This design comes from an exercise in tuning for small area, a short achievable clock period and few clock cycles on the open sky130 flow, not from production work. At most, simulation tests tie the RTL to the original design; equivalence was not proved. Power is estimated from default activity; no workload was simulated.

## P
Design udp_transmit, start of the top module:
module udp_transmit
(
    input wire  clk,
    input wire  rst,
    output wire  eth_txd_tvalid,
    output wire [31 : 0] eth_txd_tdata,
    output wire [3 : 0] eth_txd_tkeep,
    output wire  eth_txd_tlast,
    input wire  eth_txd_tready,
    output wire                    eth_txc_tvalid,
    output wire [31 : 0] eth_txc_tdata,
    output wire [3 : 0] eth_txc_tkeep,
    output wire  eth_txc_tlast,
    input wire  eth_txc_tready,
    input wire [31 : 0]   s_axis_data_tdata,
    input wire                      s_axis_data_tvalid,
    output wire                     s_axis_data_tready,
    input wire                      s_axis_data_tlast
);
Size in the first run: about 380 cells after synthesis, ~100 flip-flops, ~120 I/O pins, about 4400 sq um of cells after synthesis.
==> flow/config.mk <==
export PLATFORM = sky130hd
export DESIGN_NAME = udp_transmit
export DESIGN_NICKNAME = udp_transmit
export VERILOG_FILES = /design/flow/design.v
export SDC_FILE = /design/flow/constraint.sdc
export NUM_CORES = 4
export LEC_CHECK = 0
export CAP_MARGIN = 20
export CORE_MARGIN = 2
export CORE_UTILIZATION = 50
export CTS_CLUSTER_DIAMETER = 100
export CTS_CLUSTER_SIZE = 50
export PLACE_DENSITY = 0.65
export SETUP_SLACK_MARGIN = 3.2
export SLEW_MARGIN = 20
==> flow/constraint.sdc <==
create_clock -name core_clock -period 5.0 [get_ports {clk}]
set_input_delay 1.0000 -clock core_clock [delete_from_list [all_inputs] [get_ports {clk}]]
set_output_delay 1.0000 -clock core_clock [all_outputs]
set_load 0.01 [all_outputs]
run.sh (not shown) runs the stock make flow with config.mk's settings and CLKGATE_MAP_FILE= SYNTH_SCRIPT=/design/flow/synth_recipe.tcl, a recipe that flattens the netlist after the stock synthesis.
P finished end to end and its layout was clean on timing, DRC and antenna.
Testbench counts of P, summed over its fixed seeds: cycles 26,377.
Relative to P, the following input files were edited for Q:
- clearing CTS_CLUSTER_SIZE, which used to be 50
- clearing CTS_CLUSTER_DIAMETER, which used to be 100
- swapping 0.65 for 0.6 in PLACE_DENSITY
- swapping 50 for 40 in CORE_UTILIZATION
- [Q] total number of tap cells rose 32 relative to P
- Reported for P and Q, synthesized cell count turned out identical to the last digit.
- Cmp P and Q / minimum period implied by the final worst setup slack / higher: Q
- The higher length of routed met2 wiring came out of P.
- Total power in Q vs P: down about 0.4%

* * *

The RTL this note starts from:
==> flow/design.v <==
module udp_send_data_buf;
endmodule
module crc_calc;
endmodule
`timescale 1 ns / 1 ps
module udp_transmit
(
    input wire  clk,
    input wire  rst,
    output wire  eth_txd_tvalid,
    output wire [31 : 0] eth_txd_tdata,
    output wire [3 : 0] eth_txd_tkeep,
    output wire  eth_txd_tlast,
    input wire  eth_txd_tready,
    output wire                    eth_txc_tvalid,
    output wire [31 : 0] eth_txc_tdata,
    output wire [3 : 0] eth_txc_tkeep,
    output wire  eth_txc_tlast,
    input wire  eth_txc_tready,
    input wire [31 : 0]   s_axis_data_tdata,
    input wire                      s_axis_data_tvalid,
    output wire                     s_axis_data_tready,
    input wire                      s_axis_data_tlast
);
    reg [8:0]  nb;           
    reg        first;        
    reg        ctrl;         
    reg        hdr;          
    reg        payload;      
    reg        lastb;        
    reg [31:0] s;            
    reg        s_rdy;        
    reg [15:0] p;
    reg [31:0] o;            
    reg        o_v, o_last, o_keep;
    reg        c_v, c_first, c_last;
    wire [3:0]  b = nb[3:0];
    wire [31:0] hv = (b == 4'd0) ? 32'h0000_0100 :
                     (b == 4'd1) ? 32'h0002_0000 :
                     (b == 4'd3) ? 32'h0045_0008 :
                     (b == 4'd4) ? 32'h0000_1c04 :
                     (b == 4'd5) ? 32'h1180_0000 :
                     (b == 4'd6) ? 32'ha8c0_e767 :
                     (b == 4'd7) ? 32'hc0a8_8001 :
                     (b == 4'd8) ? 32'h1879_0164 :
                     (b == 4'd9) ? 32'h0804_3075 : 32'h0;
    wire acc    = s_axis_data_tvalid && s_rdy;
    wire [31:0] w = s_rdy ? s_axis_data_tdata : s;
    wire c_free = !c_v || eth_txc_tready;
    wire o_free = !o_v || eth_txd_tready;
    wire step   = o_free && (ctrl ? (c_free && (!first || !s_rdy))
                                  : (!payload || !s_rdy || s_axis_data_tvalid));
    wire take   = step && payload;
    always @(posedge clk) begin
        if (rst) begin
            nb <= 9'd0;
            first <= 1'b1;
            ctrl <= 1'b1;
            hdr <= 1'b1;
            payload <= 1'b0;
            lastb <= 1'b0;
            s_rdy <= 1'b1;
            o_v <= 1'b0;
            c_v <= 1'b0;
        end else begin
            if (step) begin
                nb      <= lastb ? 9'd0 : nb + 9'd1;
                first   <= lastb;
                ctrl    <= lastb || (ctrl && nb != 9'd5);
                hdr     <= lastb || (hdr && nb != 9'd9);
                payload <= (nb == 9'd9) || (payload && nb != 9'd265);
                lastb   <= (nb == 9'd265);
            end
            if (take) s_rdy <= 1'b1;
            else if (acc) s_rdy <= 1'b0;
            if (o_free) o_v <= step;
            if (c_free) c_v <= step && ctrl;
        end
    end
    always @(posedge clk) begin
        if (s_rdy) s <= s_axis_data_tdata;
        if (take) p <= w[31:16];
        if (o_free) begin
            o[31:16] <= (hdr || lastb) ? hv[31:16] : w[15:0];
            o[15:0]  <= (hdr || nb == 9'd10) ? hv[15:0] : p;
            o_last   <= lastb;
            o_keep   <= !lastb;
        end
        if (c_free) begin
            c_first <= first;
            c_last  <= (nb == 9'd5);
        end
    end
    assign s_axis_data_tready = s_rdy;
    assign eth_txd_tvalid = o_v;
    assign eth_txd_tdata  = o;
    assign eth_txd_tkeep  = {{2{o_keep}}, 2'b11};
    assign eth_txd_tlast  = o_last;
    assign eth_txc_tvalid = c_v;
    assign eth_txc_tdata  = {c_first, 1'b0, c_first, 29'h0};
    assign eth_txc_tkeep  = 4'hF;
    assign eth_txc_tlast  = c_last;
endmodule
export LEC_CHECK = 0
export CAP_MARGIN = 20
export CORE_MARGIN = 2
export CORE_UTILIZATION = 70
export PLACE_DENSITY = 0.8
export SETUP_SLACK_MARGIN = 3.2
export SLEW_MARGIN = 20
create_clock -name core_clock -period 5.0 [get_ports {clk}]
standard.sh (not shown) runs the stock make flow with config.mk's settings and CLKGATE_MAP_FILE= SYNTH_SCRIPT=/design/flow/synth_recipe.tcl, a recipe that flattens the netlist after the stock synthesis.
==> flow/flow/run.sh <==
#!/bin/bash
# The standard layout (standard.sh), with two changes to how it is made:
# ports are buffered with the smallest buffer (buf_1; timing repair upsizes
# the ones it needs), and each constant net keeps the single tie cell that
# synthesis gives it instead of one tie cell per load.
set -euo pipefail
export BUFFER_PORTS_ARGS="-buffer_cell sky130_fd_sc_hd__buf_1"
export SKIP_REPAIR_TIE_FANOUT=1
bash standard.sh > standard.log 2>&1
Then changed:
- ABC_AREA: default -> 1
- CORE_UTILIZATION: 70 -> 55
- PLACE_DENSITY: 0.8 -> 0.7
- SETUP_SLACK_MARGIN: 3.2 -> 3.0
After rerunning: Global-route usage goes down by 5.6 points; wire length shrinks by 12%; power goes down by 2.6%; worst setup slack degrades by 16 ps; sequential power increases by about 0.5%; combinational power goes down by about 7%; clock-buffer cell count went down by 1; worst hold slack degrades by 25 ps; die area rose by 27%; final area went down by 4.1%.
Then changed:
- CTS_BUF_LIST: default -> sky130_fd_sc_hd__clkbuf_16
- CTS_CLUSTER_SIZE: default -> 30
- SETUP_SLACK_MARGIN: 3.0 -> 3.2
Outcome: Hold slack loses 7.2 ps; via count came out higher by a few percent; global-route usage went up by 0.94 points; utilization rises by 4.3 points; final area is higher by a few percent; total power goes up by about a fifth; die area stays the same.
Then changed:
- CTS_BUF_LIST: sky130_fd_sc_hd__clkbuf_16 -> default
- CTS_CLUSTER_SIZE: 30 -> default
- SETUP_SLACK_MARGIN: 3.2 -> 3.1
- The changed run finished clean
- die area stays the same
- core utilization goes down by 3.9 points
- routed wire length goes down by 9.0%
- worst hold slack gains 4.8 ps
- sequential power is about the same
- sequential share of layout area goes up by 3.0 points
- setup slack loses 39 ps
- synthesized cell count is unchanged
No functional check of the RTL was part of any run of this note.

* * *

// udp_transmit: RTL as listed in full above, without the edits since
export LEC_CHECK = 0
export ABC_AREA = 1
export CAP_MARGIN = 20
export CORE_MARGIN = 2
export CORE_UTILIZATION = 55
export PLACE_DENSITY = 0.7
export SETUP_SLACK_MARGIN = 2.8
export SLEW_MARGIN = 20
create_clock -name core_clock -period 5.0 [get_ports {clk}]
Scripts as last shown in full above: flow/flow/run.sh
The baseline completed without violations.
Change:
--- a/flow/config.mk
+++ b/flow/config.mk
@@ -7,8 +7,7 @@
 export LEC_CHECK = 0
-export ABC_AREA = 1
 export CAP_MARGIN = 20
 export CORE_MARGIN = 2
-export CORE_UTILIZATION = 55
-export PLACE_DENSITY = 0.7
-export SETUP_SLACK_MARGIN = 2.8
+export CORE_UTILIZATION = 40
+export PLACE_DENSITY = 0.6
+export SETUP_SLACK_MARGIN = 3.2
 export SLEW_MARGIN = 20
Effect:
- count of clock-buffer cells in the layout stays the same
- total power stays flat
- cell area climbs by a little under a tenth
- maximum frequency climbs by a little under a tenth
- global-route usage drops by 3.2 points
Change:
--- a/flow/config.mk
+++ b/flow/config.mk
@@ -7,6 +7,7 @@
 export LEC_CHECK = 0
+export ABC_AREA = 1
 export CAP_MARGIN = 20
 export CORE_MARGIN = 2
-export CORE_UTILIZATION = 40
-export PLACE_DENSITY = 0.6
+export CORE_UTILIZATION = 55
+export PLACE_DENSITY = 0.7
 export SETUP_SLACK_MARGIN = 3.2
The changed run passed the timing, DRC and antenna checks.
Power is higher by 2.8%.
Critical path depth is higher by 1.
Maximum frequency barely changes.
Change:
--- a/flow/config.mk
+++ b/flow/config.mk
@@ -12,3 +12,3 @@
 export PLACE_DENSITY = 0.7
-export SETUP_SLACK_MARGIN = 3.2
+export SETUP_SLACK_MARGIN = 3.4
 export SLEW_MARGIN = 20
The new run finished clean.
Clock power went down by 12%.
Via count went up by about 7%.
Flip-flop and latch count stays the same.
Function was not checked in any run of this note: the RTL went through the layout flow alone.

* * *

## JK
Another version of the RTL of udp_transmit (not shown whole).
Size in the first run: roughly 510 cells after synthesis, about 100 flip-flops.
==> flow/design.v (excerpt) <==
module udp_transmit
(
    input wire  clk,
    input wire  rst,
    output wire  eth_txd_tvalid,
    output wire [31 : 0] eth_txd_tdata,
    output wire [3 : 0] eth_txd_tkeep,
    output wire  eth_txd_tlast,
    input wire  eth_txd_tready,
    output wire                    eth_txc_tvalid,
    output wire [31 : 0] eth_txc_tdata,
    output wire [3 : 0] eth_txc_tkeep,
    output wire  eth_txc_tlast,
    input wire  eth_txc_tready,
    input wire [31 : 0]   s_axis_data_tdata,
    input wire                      s_axis_data_tvalid,
    output wire                     s_axis_data_tready,
    input wire                      s_axis_data_tlast
);
Settings: LEC_CHECK=0, ABC_AREA=1, CAP_MARGIN=20, CORE_MARGIN=2, CORE_UTILIZATION=55, PLACE_DENSITY=0.7, SETUP_SLACK_MARGIN=3.0, SLEW_MARGIN=20; clock period 5.0 ns.
Scripts as last shown in full above: flow/flow/run.sh
JK: no failed stages, no open violations at the end
Testbench counts of JK, summed over its fixed seeds: cycles 26,373.
Input changes introduced in PW (baseline for comparison: JK):
Settings: swapping 3.0 for 3.1 in SETUP_SLACK_MARGIN.
PW vs JK — combinational group share of total power rose 1.0 points. Against JK, number of signal-net inverters in the final layout in PW rose by a few percent. PW does worse than JK on post-route cell area. Peak clock frequency supported by timing essentially unchanged between PW and JK.

* * *

Another version of the RTL of udp_transmit (not shown whole).
Size in the first run: about 500 cells after synthesis, about 100 flip-flops, about 120 I/O pins, roughly 0.0044 mm2 of cells after synthesis.
clock: 5.0 ns
lec_check: 0
abc_area: 1
cap_margin: 20
core_margin: 2
core_utilization: 55
cts_buf_list: sky130_fd_sc_hd__clkbuf_16
cts_cluster_diameter: 200
cts_cluster_size: 50
place_density: 0.7
setup_slack_margin: 3.0
slew_margin: 20
Scripts as last shown in full above: flow/flow/run.sh
The baseline ran to the end with no violations.
Testbench counts at the start, summed over its fixed seeds: cycles 26,373.
==> next run, changes <==
==> flow/run.sh (new file) <==
#!/bin/bash
# synth_recipe.tcl (not shown) runs the flow's synth.tcl, then flattens the netlist and writes it again
# the make line also repeats each setting of config.mk as NAME=value (left out here)
make -C /OpenROAD-flow-scripts/flow DESIGN_CONFIG=/design/flow/config.mk WORK_HOME=/design/flow/orfs CLKGATE_MAP_FILE= SYNTH_SCRIPT=/design/flow/synth_recipe.tcl finish
Settings changed: CTS_BUF_LIST sky130_fd_sc_hd__clkbuf_16 to unset, CTS_CLUSTER_DIAMETER 200 to unset, CTS_CLUSTER_SIZE 50 to unset.
removed: flow/flow/run.sh
removed: flow/standard.sh
What happened: Via count climbs by a few percent. First-iteration DRC count drops by well over a third. Power drops by a little under a tenth. Worst setup slack degrades by 0.021 ns. Core utilization climbs by 6.2 points. Final cell count climbs by a little under a tenth. Area after synthesis does not change. Combinational power climbs by about a fifth. Sequential power is about the same. Fmax drops slightly.
==> next run, changes <==
==> flow/flow/run.sh (new file) <==
#!/bin/bash
# The standard layout (standard.sh), with two changes to how it is made:
# ports are buffered with the smallest buffer (buf_1; timing repair upsizes
# the ones it needs), and each constant net keeps the single tie cell that
# synthesis gives it instead of one tie cell per load.
set -euo pipefail
export BUFFER_PORTS_ARGS="-buffer_cell sky130_fd_sc_hd__buf_1"
export SKIP_REPAIR_TIE_FANOUT=1
bash standard.sh > standard.log 2>&1
==> flow/standard.sh (new file) <==
#!/bin/bash
# synth_recipe.tcl (not shown) runs the flow's synth.tcl, then flattens the netlist and writes it again
# the make line also repeats each setting of config.mk as NAME=value (left out here)
make -C /OpenROAD-flow-scripts/flow DESIGN_CONFIG=/design/flow/config.mk WORK_HOME=/design/flow/orfs CLKGATE_MAP_FILE= SYNTH_SCRIPT=/design/flow/synth_recipe.tcl "${@:-finish}"
Settings changed: GPL_TIMING_DRIVEN set to 0.
removed: flow/run.sh
Result: Synthesized area does not change; routed wire length goes down by 7.0%; utilization decreases by 3.5 points; cell area goes down by 5.1%.
==> next run, changes <==
Settings changed: CORE_UTILIZATION 55 to 65, GPL_TIMING_DRIVEN 0 to unset, PLACE_DENSITY 0.7 to 0.75.
The changed run completed without violations.
Fmax went up by 1.7%.
Core utilization went up by 5.6 points.
Via count went down by 1.9%.
Wire length is about the same.
Clock skew is about the same.
Critical path depth is unchanged.
Setup slack improves by 0.034 ns.
Design area went down by 6.6%.
Sequential power is about the same.
==> next run, changes <==
Settings changed: CORE_UTILIZATION 65 to 55, PLACE_DENSITY 0.75 to 0.7.
The new run produced a clean layout.
Setup slack gets better by 0.023 ns.
Synthesized area does not change.
Total power hardly moves.
Clock skew barely changes.
First-iteration DRC count increases by 37%.
Routed wire length drops by 0.93%.
Die area grows by 17%.
Sequential power hardly moves.
Maximum frequency climbs by 1.2%.
Cell count is higher by 3.3%.

* * *

udp_transmit, a different RTL version from the one above (not shown whole).
For scale: roughly 360 cells after synthesis, ~95 flip-flops, ~120 I/O pins, ~4100 um2 of cells after synthesis.
## udp_transmit
module udp_transmit
(
    input wire  clk,
    input wire  rst,
    output wire  eth_txd_tvalid,
    output wire [31 : 0] eth_txd_tdata,
    output wire [3 : 0] eth_txd_tkeep,
    output wire  eth_txd_tlast,
    input wire  eth_txd_tready,
    output wire                    eth_txc_tvalid,
    output wire [31 : 0] eth_txc_tdata,
    output wire [3 : 0] eth_txc_tkeep,
    output wire  eth_txc_tlast,
    input wire  eth_txc_tready,
    input wire [31 : 0]   s_axis_data_tdata,
    input wire                      s_axis_data_tvalid,
    output wire                     s_axis_data_tready,
    input wire                      s_axis_data_tlast
);
make LEC_CHECK=0 CAP_MARGIN=20 CORE_MARGIN=2 CORE_UTILIZATION=40 PLACE_DENSITY=0.6 SETUP_SLACK_MARGIN=3.2 SLEW_MARGIN=20 finish   # period 5.0 ns
run.sh (not shown) runs the stock make flow with config.mk's settings and CLKGATE_MAP_FILE= SYNTH_SCRIPT=/design/flow/synth_recipe.tcl, a recipe that flattens the netlist after the stock synthesis.
Stock flow here: none of the scripts above is used.
==> next run, changes <==
Settings changed: CORE_UTILIZATION 40 to 60, PLACE_DENSITY 0.6 to 0.7, SETUP_SLACK_MARGIN 3.2 to 3.6.
Result:
- Now the flow ended with an error in global routing (5_1_grt) on GRT-0232
- area after synthesis does not change
- synthesized cell count stays the same
No functional check of the RTL was part of any run of this note.

-- separate check: timing with driven ports --
Ports are ideal in the flow. The routed layouts listed here were re-timed in OpenROAD. Step 1 assumes that a clkbuf_16 drives the clock port and a buf_2 every other input. Step 2, shift: input delay + t, output delay - t, t = (earliest + latest rising clock arrival at the registers) / 2. This alone moves slack from input paths to output paths. Three values: no drivers, after step 1, after step 2; two values: the first two.
| run | t (ns) | setup WS [ns] | worst setup path at the end | clock arrival spread, ns |
|---|---|---|---|---|
| P | 0.400 | 3.049 / 3.017 / 2.766 | input to register | 0.017 / 0.017 |
| Q | 0.394 | 3.041 / 3.010 / 2.743 | input to register | 0.012 / 0.011 |
| the first run of note 2 | 0.389 | 3.058 / 3.029 / 2.843 | input to register | 0.008 / 0.008 |
| the second run of note 2 | 0.385 | 3.042 / 3.013 / 2.775 | input to register | 0.014 / 0.014 |
| the third run of note 2 | 0.375 | 3.075 / 3.040 / 2.812 | input to register | 0.010 / 0.010 |
| the fourth run of note 2 | 0.391 | 3.036 / 3.007 / 2.755 | input to register | 0.015 / 0.015 |
| the first run of note 3 | 0.382 | 2.885 / 2.858 / 2.664 | input to register | 0.014 / 0.014 |
| the second run of note 3 | 0.397 | 3.056 / 3.021 / 2.779 | input to register | 0.014 / 0.014 |
| the third run of note 3 | 0.379 | 3.052 / 3.022 / 2.893 | input to register | 0.015 / 0.014 |
| the fourth run of note 3 | 0.386 | 3.050 / 3.019 / 2.869 | input to register | 0.018 / 0.017 |
| JK | 0.390 | 3.053 / 3.022 / 2.726 | input to register | 0.011 / 0.011 |
| PW | 0.399 | 3.050 / 3.018 / 2.793 | input to register | 0.014 / 0.014 |
| the first run of note 5 | 0.369 | 3.026 / 2.990 / 2.737 | input to register | 0.010 / 0.010 |
| the second run of note 5 | 0.394 | 3.005 / 2.977 / 2.717 | input to register | 0.012 / 0.012 |
| the third run of note 5 | 0.392 | 2.974 / 2.940 / 2.688 | input to register | 0.017 / 0.018 |
| the fourth run of note 5 | 0.393 | 3.008 / 2.977 / 2.661 | input to register | 0.019 / 0.019 |
| the fifth run of note 5 | 0.383 | 3.030 / 2.998 / 2.750 | input to register | 0.016 / 0.016 |
| the first run of note 6 | 0.395 | 2.682 / 2.682 / 2.427 | input to register | 0.009 / 0.009 |
After both steps every run listed still meets setup and hold. The setup slack of the fourth run of note 5, which loses most, moves by -0.031 ns with the drivers and by -0.347 ns with both steps.
